Source: an optimization exercise on an open RTL-to-GDS flow (aim: small area and a short achievable clock period). Production flows keep margins and buffers that such runs may drop. Where RTL was checked, it was by simulation tests only, not by an equivalence proof against the original. The clock port is modelled as an ideal driver; clocking choices that lean on that would not hold on a real chip. Power figures rest on the tool's default switching activity, not on a simulated workload.

==> flow/design.v (excerpt) <==
module bist #(
    parameter size   = 6,
    parameter length = 8
)(
    input  logic                 clk,
    input  logic                 rst,
    input  logic                 start,
    input  logic                 csin,
    input  logic                 rwbarin,
    input  logic                 opr,
    input  logic [size-1:0]      address,
    input  logic [length-1:0]    datain,
    output logic [length-1:0]    dataout,
    output logic                 fail
);
    logic       NbarT;
    logic       cout;
    logic [7:0] qlo;        
    logic [7:0] qhi;        
    logic       q6;         
    logic       pat;        
    wire next_T = NbarT ? ~cout : start;
    always_ff @(posedge clk or posedge rst) begin
        if (rst)
            NbarT <= 1'b0;
        else
            NbarT <= next_T;
    end
    always_ff @(posedge clk or posedge rst) begin
        if (rst) begin
            qlo <= 8'd0;
  ...
For scale: ~1,200 cells after synthesis, about 29 I/O pins.
Settings: LEC_CHECK=0, CAP_MARGIN=20, CORE_MARGIN=2, CORE_UTILIZATION=60, CTS_CLUSTER_DIAMETER=120, CTS_CLUSTER_SIZE=24, SETUP_SLACK_MARGIN=3.4, SLEW_MARGIN=20, SYNTH_HIERARCHICAL=1; clock period 6.0 ns.
standard.sh (not shown) runs the stock make flow with config.mk's settings and CLKGATE_MAP_FILE= SYNTH_SCRIPT=/design/flow/synth_recipe.tcl, a recipe that flattens the netlist after the stock synthesis.
==> flow/flow/run.sh <==
#!/bin/bash
# The standard layout, with extra timing repair, greedy resizing of the
# worst path and area recovery after CTS (flow/extra_cts.tcl) and after
# global routing (flow/extra_grt.tcl), run through ORFS's POST_CTS_TCL and
# POST_GLOBAL_ROUTE_TCL hooks.
bash standard.sh "POST_CTS_TCL=$PWD/flow/extra_cts.tcl" "POST_GLOBAL_ROUTE_TCL=$PWD/flow/extra_grt.tcl" finish > standard.log 2>&1
==> flow/flow/upsize.tcl <==
# Greedy sizing on the worst path: each step tries every larger drive
# strength of each cell driving a net on the worst path and keeps the one
# that most improves that path's endpoint slack without lowering the worst
# slack. Stops when no resize helps. par: placement or global_routing.
proc my_slack {name} {
  set obj [get_pins -quiet $name]
  if {$obj eq ""} { set obj [get_ports -quiet $name] }
  return [get_property $obj slack_max]
}

proc my_upsize {{par placement} {iters 200}} {
  estimate_parasitics -$par
  set ws_start [worst_slack -max]
  set n 0
  for {set it 0} {$it < $iters} {incr it} {
    set ws [worst_slack -max]
    set p [lindex [find_timing_paths -path_delay max -sort_by_slack -group_path_count 1 -endpoint_path_count 1] 0]
    if {$p eq ""} break
    set ep [get_property $p endpoint]
    set es0 [get_property $p slack]
    set epname [get_full_name $ep]
    set insts {}
    foreach pt [get_property $p points] {
      set pin [get_property $pt pin]
      if {[get_property $pin direction] ne "output"} continue
      set inst [get_cells -quiet -of_objects $pin]
      if {$inst eq ""} continue
      lappend insts $inst
    }
    set best_gain 0.001
    set best {}
    foreach inst $insts {
      set lc [get_lib_cells -quiet -of_objects $inst]
      if {$lc eq "" || $lc eq "NULL"} continue
      set ln [get_name $lc]
      if {[regexp {__(df|edf|sdf|dl|sdl)} $ln] || [string match *clkbuf* $ln]} continue
      set a0 [get_property $lc area]
      foreach v [my_variants $lc] {
        lassign $v a c
        if {$a <= $a0} continue
        replace_cell $inst $c
        estimate_parasitics -$par
        set es [my_slack $epname]
        set w [worst_slack -max]
        replace_cell $inst $lc
        set gain [expr {$es - $es0}]
        if {$w >= $ws - 1e-4 && $gain > $best_gain} {
          set best_gain $gain
          set best [list $inst $c]
        }
      }
    }
    if {$best eq {}} break
    replace_cell {*}$best
    estimate_parasitics -$par
    incr n
  }
  puts "my_upsize: $n resizes, worst slack $ws_start -> [worst_slack -max]"
}
Other scripts of this flow, unchanged in this note and not shown: flow/flow/downsize.tcl, flow/flow/extra_cts.tcl, flow/flow/extra_grt.tcl
The baseline finished with timing, DRC and antenna clean.
Rerun with:
==> flow/flow/run.sh (replaced) <==
#!/bin/bash
# The standard layout, with extra timing repair, greedy resizing of the
# worst path and area recovery after CTS (flow/extra_cts.tcl) and after
# global routing (flow/extra_grt.tcl), run through ORFS's POST_CTS_TCL and
# POST_GLOBAL_ROUTE_TCL hooks. Ports are buffered with buf_2 (resizable
# like any buffer) instead of the cell buffer_ports picks by itself.
bash standard.sh "BUFFER_PORTS_ARGS=-buffer_cell sky130_fd_sc_hd__buf_2" "POST_CTS_TCL=$PWD/flow/extra_cts.tcl" "POST_GLOBAL_ROUTE_TCL=$PWD/flow/extra_grt.tcl" finish > standard.log 2>&1
Clock skew barely changes.
Design area falls by 1.8%.
Die area does not change.
Worst hold slack gets better by 18 ps.
Sequential power is about the same.
Global-route usage rises by 0.19 points.
Rerun with:
==> flow/flow/run.sh (replaced) <==
#!/bin/bash
# The standard layout, with extra timing repair, greedy resizing of the
# worst path (cells on it and the other loads of its nets) and area recovery after CTS (flow/extra_cts.tcl) and after
# global routing (flow/extra_grt.tcl), run through ORFS's POST_CTS_TCL and
# POST_GLOBAL_ROUTE_TCL hooks.
bash standard.sh "POST_CTS_TCL=$PWD/flow/extra_cts.tcl" "POST_GLOBAL_ROUTE_TCL=$PWD/flow/extra_grt.tcl" finish > standard.log 2>&1
--- a/flow/flow/upsize.tcl
+++ b/flow/flow/upsize.tcl
@@ -1,6 +1,7 @@
 # Greedy sizing on the worst path: each step tries every larger drive
-# strength of each cell driving a net on the worst path and keeps the one
-# that most improves that path's endpoint slack without lowering the worst
-# slack. Stops when no resize helps. par: placement or global_routing.
+# strength of each cell driving a net on the worst path, and every smaller
+# one of the other cells those nets drive, and keeps the change that most
+# improves that path's endpoint slack without lowering the worst slack.
+# Stops when no resize helps. par: placement or global_routing.
 proc my_slack {name} {
   set obj [get_pins -quiet $name]
@@ -21,10 +22,22 @@
     set epname [get_full_name $ep]
     set insts {}
+    set loads {}
     foreach pt [get_property $p points] {
       set pin [get_property $pt pin]
       if {[get_property $pin direction] ne "output"} continue
       set inst [get_cells -quiet -of_objects $pin]
-      if {$inst eq ""} continue
-      lappend insts $inst
+      if {$inst ne ""} { lappend insts $inst }
+      set net [get_nets -quiet -of_objects $pin]
+      if {$net ne ""} {
+        foreach lp [get_pins -quiet -of_objects $net -filter "direction==input"] {
+          lappend loads [get_cells -of_objects $lp]
+        }
+      }
+    }
+    set onpath {}
+    foreach i $insts { lappend onpath [get_full_name $i] }
+    set side {}
+    foreach l $loads {
+      if {[lsearch -exact $onpath [get_full_name $l]] < 0} { lappend side $l }
     }
     set best_gain 0.001
@@ -34,5 +47,5 @@
       if {$lc eq "" || $lc eq "NULL"} continue
       set ln [get_name $lc]
-      if {[regexp {__(df|edf|sdf|dl|sdl)} $ln] || [string match *clkbuf* $ln]} continue
+      if {[string match *clkbuf* $ln]} continue
       set a0 [get_property $lc area]
       foreach v [my_variants $lc] {
@@ -51,5 +64,27 @@
       }
     }
-    if {$best eq {}} break
+    # Smaller off-path loads on the path's nets.
+    foreach inst $side {
+      set lc [get_lib_cells -quiet -of_objects $inst]
+      if {$lc eq "" || $lc eq "NULL"} continue
+      set ln [get_name $lc]
+      if {[regexp {__(df|edf|sdf|dl|sdl)} $ln] || [string match *clkbuf* $ln]} continue
+      set a0 [get_property $lc area]
+      foreach v [my_variants $lc] {
+        lassign $v a c
+        if {$a >= $a0} break
+        replace_cell $inst $c
+        estimate_parasitics -$par
+        set es [my_slack $epname]
+        set w [worst_slack -max]
+        replace_cell $inst $lc
+        set gain [expr {$es - $es0}]
+        if {$w >= $ws - 1e-4 && $gain > $best_gain} {
+          set best_gain $gain
+          set best [list $inst $c]
+        }
+      }
+    }
+    if {$best eq {}} { puts "my_upsize: stuck at $epname ($es0), [llength $insts] on path, [llength $side] side loads"; break }
     replace_cell {*}$best
     estimate_parasitics -$par
Effect: The changed run went through all stages and came out clean; register-to-register slack gains 90 ps; final cell count went up by about 0.8%; total power hardly moves; design area rose by about 2%; area after synthesis does not change; setup slack improved by 23 ps; sequential share of layout area falls by 1.4 points; die area does not change; worst hold slack loses 21 ps.
No run of this note included a check of the RTL's function; only the layout flow was run.

* * *

bist, a different RTL version from the one above (not shown whole).
Size in the first run: about 540 flip-flops, about 29 I/O pins.
export LEC_CHECK = 0
export CAP_MARGIN = 20
export CORE_MARGIN = 2
export CORE_UTILIZATION = 60
export CTS_CLUSTER_DIAMETER = 120
export CTS_CLUSTER_SIZE = 24
export SETUP_SLACK_MARGIN = 3.4
export SLEW_MARGIN = 20
export SYNTH_HIERARCHICAL = 1
create_clock -name core_clock -period 6.0 [get_ports {clk}]
==> flow/flow/run.sh <==
#!/bin/bash
# The standard layout, with extra timing repair, greedy resizing of the
# worst path and area recovery after CTS (flow/extra_cts.tcl) and after
# global routing (flow/extra_grt.tcl), run through ORFS's POST_CTS_TCL and
# POST_GLOBAL_ROUTE_TCL hooks. Ports are buffered with buf_2 (resizable
# like any buffer) instead of the cell buffer_ports picks by itself.
bash standard.sh "BUFFER_PORTS_ARGS=-buffer_cell sky130_fd_sc_hd__buf_2" "POST_CTS_TCL=$PWD/flow/extra_cts.tcl" "POST_GLOBAL_ROUTE_TCL=$PWD/flow/extra_grt.tcl" finish > standard.log 2>&1
==> flow/flow/upsize.tcl <==
# Greedy sizing on the worst path: each step tries every larger drive
# strength of each cell driving a net on the worst path and keeps the one
# that most improves that path's endpoint slack without lowering the worst
# slack. Stops when no resize helps. par: placement or global_routing.
proc my_slack {name} {
  set obj [get_pins -quiet $name]
  if {$obj eq ""} { set obj [get_ports -quiet $name] }
  return [get_property $obj slack_max]
}

proc my_upsize {{par placement} {iters 200}} {
  estimate_parasitics -$par
  set ws_start [worst_slack -max]
  set n 0
  for {set it 0} {$it < $iters} {incr it} {
    set ws [worst_slack -max]
    set p [lindex [find_timing_paths -path_delay max -sort_by_slack -group_path_count 1 -endpoint_path_count 1] 0]
    if {$p eq ""} break
    set ep [get_property $p endpoint]
    set es0 [get_property $p slack]
    set epname [get_full_name $ep]
    set insts {}
    foreach pt [get_property $p points] {
      set pin [get_property $pt pin]
      if {[get_property $pin direction] ne "output"} continue
      set inst [get_cells -quiet -of_objects $pin]
      if {$inst eq ""} continue
      lappend insts $inst
    }
    set best_gain 0.001
    set best {}
    foreach inst $insts {
      set lc [get_lib_cells -quiet -of_objects $inst]
      if {$lc eq "" || $lc eq "NULL"} continue
      set ln [get_name $lc]
      if {[regexp {__(df|edf|sdf|dl|sdl)} $ln] || [string match *clkbuf* $ln]} continue
      set a0 [get_property $lc area]
      foreach v [my_variants $lc] {
        lassign $v a c
        if {$a <= $a0} continue
        replace_cell $inst $c
        estimate_parasitics -$par
        set es [my_slack $epname]
        set w [worst_slack -max]
        replace_cell $inst $lc
        set gain [expr {$es - $es0}]
        if {$w >= $ws - 1e-4 && $gain > $best_gain} {
          set best_gain $gain
          set best [list $inst $c]
        }
      }
    }
    if {$best eq {}} break
    replace_cell {*}$best
    estimate_parasitics -$par
    incr n
  }
  puts "my_upsize: $n resizes, worst slack $ws_start -> [worst_slack -max]"
}
Other scripts of this flow, unchanged in this note and not shown: flow/flow/downsize.tcl, flow/flow/extra_cts.tcl, flow/flow/extra_grt.tcl
The baseline completed with no timing, DRC or antenna violations.
==> next run, changes <==
==> flow/flow/run.sh (replaced) <==
#!/bin/bash
# The standard layout, with extra timing repair, greedy resizing of the
# worst path (cells on it and the other loads of its nets) and area recovery after CTS (flow/extra_cts.tcl) and after
# global routing (flow/extra_grt.tcl), run through ORFS's POST_CTS_TCL and
# POST_GLOBAL_ROUTE_TCL hooks.
bash standard.sh "POST_CTS_TCL=$PWD/flow/extra_cts.tcl" "POST_GLOBAL_ROUTE_TCL=$PWD/flow/extra_grt.tcl" finish > standard.log 2>&1
--- a/flow/flow/upsize.tcl
+++ b/flow/flow/upsize.tcl
@@ -2,3 +2,4 @@
-# strength of each cell driving a net on the worst path and keeps the one
-# that most improves that path's endpoint slack without lowering the worst
-# slack. Stops when no resize helps. par: placement or global_routing.
+# strength of each cell driving a net on the worst path, and every smaller
+# one of the other cells those nets drive, and keeps the change that most
+# improves that path's endpoint slack without lowering the worst slack.
+# Stops when no resize helps. par: placement or global_routing.
@@ -22,0 +24 @@
+    set loads {}
@@ -27,2 +29,13 @@
-      if {$inst eq ""} continue
-      lappend insts $inst
+      if {$inst ne ""} { lappend insts $inst }
+      set net [get_nets -quiet -of_objects $pin]
+      if {$net ne ""} {
+        foreach lp [get_pins -quiet -of_objects $net -filter "direction==input"] {
+          lappend loads [get_cells -of_objects $lp]
+        }
+      }
+    }
+    set onpath {}
+    foreach i $insts { lappend onpath [get_full_name $i] }
+    set side {}
+    foreach l $loads {
+      if {[lsearch -exact $onpath [get_full_name $l]] < 0} { lappend side $l }
@@ -36 +49 @@
-      if {[regexp {__(df|edf|sdf|dl|sdl)} $ln] || [string match *clkbuf* $ln]} continue
+      if {[string match *clkbuf* $ln]} continue
@@ -53 +66,23 @@
-    if {$best eq {}} break
+    # Smaller off-path loads on the path's nets.
+    foreach inst $side {
+      set lc [get_lib_cells -quiet -of_objects $inst]
+      if {$lc eq "" || $lc eq "NULL"} continue
+      set ln [get_name $lc]
+      if {[regexp {__(df|edf|sdf|dl|sdl)} $ln] || [string match *clkbuf* $ln]} continue
+      set a0 [get_property $lc area]
+      foreach v [my_variants $lc] {
+        lassign $v a c
+        if {$a >= $a0} break
+        replace_cell $inst $c
+        estimate_parasitics -$par
+        set es [my_slack $epname]
+        set w [worst_slack -max]
+        replace_cell $inst $lc
+        set gain [expr {$es - $es0}]
+        if {$w >= $ws - 1e-4 && $gain > $best_gain} {
+          set best_gain $gain
+          set best [list $inst $c]
+        }
+      }
+    }
+    if {$best eq {}} { puts "my_upsize: stuck at $epname ($es0), [llength $insts] on path, [llength $side] side loads"; break }
SETUP_SLACK_MARGIN = 3.5   (was 3.4)
After rerunning: The changed run finished with timing, DRC and antenna clean; hold slack gets better by 0.019 ns; setup slack is better by 0.10 ns; global-route usage rises by 0.14 points; power grows slightly; area after synthesis stays the same; cell area grows slightly; core utilization rose by 1.2 points; clock power hardly moves; synthesized cell count is unchanged; clock skew barely changes; via count went up slightly.

* * *

## job 101
bist again, from the RTL that the note above started with.
clock: 6.0 ns
lec_check: 0
cap_margin: 20
core_margin: 2
core_utilization: 70
cts_cluster_diameter: 120
cts_cluster_size: 24
setup_slack_margin: 3.4
slew_margin: 20
synth_hierarchical: 1
==> flow/flow/run.sh <==
#!/bin/bash
# The standard layout, with extra timing repair, greedy resizing of the
# worst path and area recovery after CTS (flow/extra_cts.tcl) and after
# global routing (flow/extra_grt.tcl), run through ORFS's POST_CTS_TCL and
# POST_GLOBAL_ROUTE_TCL hooks.
bash standard.sh "POST_CTS_TCL=$PWD/flow/extra_cts.tcl" "POST_GLOBAL_ROUTE_TCL=$PWD/flow/extra_grt.tcl" finish > standard.log 2>&1
==> flow/flow/extra_cts.tcl <==
# Runs after clock tree synthesis (ORFS POST_CTS_TCL hook).
# 1. Extra timing-repair passes: repair_timing often stops on one endpoint;
#    running it again from the repaired state lets it work on the rest.
# 2. Greedy resizing of the cells on the worst path (flow/upsize.tcl).
# 3. Area recovery: each combinational cell goes to its smallest drive
#    strength that keeps the worst setup slack (flow/downsize.tcl).
source [file join [file dirname [info script]] downsize.tcl]
source [file join [file dirname [info script]] upsize.tcl]
for {set i 0} {$i < 3} {incr i} {
  estimate_parasitics -placement
  repair_timing_helper
  detailed_placement
}
my_upsize placement 150
my_downsize placement
detailed_placement
check_placement -verbose
estimate_parasitics -placement
report_worst_slack -max
Other scripts of this flow, unchanged in this note and not shown: flow/flow/downsize.tcl, flow/flow/extra_grt.tcl, flow/flow/upsize.tcl
Job 101: full flow OK, the timing, DRC and antenna checks passed
Modified inputs, job 102 compared to job 101
Settings: CORE_UTILIZATION: 70 -> 60.
--- a/flow/flow/extra_cts.tcl
+++ b/flow/flow/extra_cts.tcl
@@ -2,4 +2,4 @@
-# 1. Extra timing-repair passes: repair_timing often stops on one endpoint;
-#    running it again from the repaired state lets it work on the rest.
-# 2. Greedy resizing of the cells on the worst path (flow/upsize.tcl).
-# 3. Area recovery: each combinational cell goes to its smallest drive
+# 1. Extra timing-repair passes alternating with greedy resizing of the
+#    cells on the worst path (flow/upsize.tcl): repair_timing often stops on
+#    one endpoint, and each method gets past some of the other's stops.
+# 2. Area recovery: each combinational cell goes to its smallest drive
@@ -12,0 +13,2 @@
+  my_upsize placement 150
+  detailed_placement
@@ -14 +15,0 @@
-my_upsize placement 150
## What came out
Changes observed in job 102 relative to job 101: worst-case register-to-register setup slack now larger; area enclosed by the die boundary now larger; net total in the final layout comparable.
sky130_fd_sc_hd__nor3_2 as the critical path's slowest cell was reported by job 102, and sky130_fd_sc_hd__a32oi_4 by job 101.
The inputs of job 103 differ from those of job 102 as listed below.
--- a/flow/flow/extra_cts.tcl
+++ b/flow/flow/extra_cts.tcl
@@ -2,4 +2,4 @@
-# 1. Extra timing-repair passes alternating with greedy resizing of the
-#    cells on the worst path (flow/upsize.tcl): repair_timing often stops on
-#    one endpoint, and each method gets past some of the other's stops.
-# 2. Area recovery: each combinational cell goes to its smallest drive
+# 1. Extra timing-repair passes: repair_timing often stops on one endpoint;
+#    running it again from the repaired state lets it work on the rest.
+# 2. Greedy resizing of the cells on the worst path (flow/upsize.tcl).
+# 3. Area recovery: each combinational cell goes to its smallest drive
@@ -13,2 +12,0 @@
-  my_upsize placement 150
-  detailed_placement
@@ -15,0 +14 @@
+my_upsize placement 150
[summary]
Status | job 102 and job 103 | clean
For job 102, the source of the critical timing path was address[2], unlike job 103, where it was address[3].
Going from job 102 to job 103, sequential share of cell area up 0.25 points, clock-buffer cell count flat.
Clock network power: job 103 vs job 102 — no meaningful difference
Re number of max-slew violations in the final report: no difference whatsoever between job 102 and job 103.
Going from job 102 to job 103, wire length on met2 went down by 0.74%; starting DRC count in detailed routing went up by 7.3%.
Job 103 -> job 102: worst hold slack flat
On maximum resistive drop on vdd, job 103 tracks job 102 almost exactly.
Core utilization: job 103 lower than job 102
What job 104 does differently from job 103 at the input level:
Settings: CTS_CLUSTER_SIZE: 24 -> 16; CTS_BUF_LIST: unset -> sky130_fd_sc_hd__clkbuf_8; CTS_CLUSTER_DIAMETER: 120 -> 80.
Notes after the runs:
- Area added between synthesis and finish (higher): job 103
- Job 104 vs job 103 — wire length on met3 rose about 9%.
- Job 104 ends up with a total power that is 2.9% lower than in job 103.

[afterwards: timing with drivers on the ports]
Ports are ideal in the flow. The routed layouts listed here were re-timed in OpenROAD.
Step 1: set_driving_cell puts a clkbuf_16 on clk and a buf_2 on each other input, an assumption about the parent block.
Step 2 moves the port delays by t, midway between the first and last clock arrival at a register: inputs arrive t later, outputs are due t later. That takes back most of the time a late clock gives input paths.
Slacks: ideal / step 1 / step 2; pairs: ideal / step 1.
run	shift t [ns]	setup slack, ns	clock arrival spread, ns	worst slew at a driven data input, ns
the first run of note 1	0.617	3.396 / 3.387 / 2.770	0.026 / 0.026	0.10
the second run of note 1	0.615	3.373 / 3.378 / 2.788	0.027 / 0.027	0.10
the third run of note 1	0.617	3.396 / 3.393 / 2.777	0.029 / 0.029	0.09
the first run of note 2	0.611	3.361 / 3.376 / 2.765	0.033 / 0.033	0.10
the second run of note 2	0.624	3.464 / 3.443 / 2.819	0.035 / 0.034	0.09
job 101	0.607	3.389 / 3.390 / 2.783	0.033 / 0.033	0.09
job 102	0.619	3.418 / 3.429 / 2.811	0.032 / 0.031	0.09
job 103	0.615	3.441 / 3.432 / 2.817	0.029 / 0.029	0.09
job 104	0.632	3.417 / 3.398 / 2.766	0.050 / 0.050	0.08
After both steps setup and hold are still met in every run listed. For job 104, which loses most, drivers alone change the setup slack by -0.019 ns; drivers and shift together by -0.651 ns.
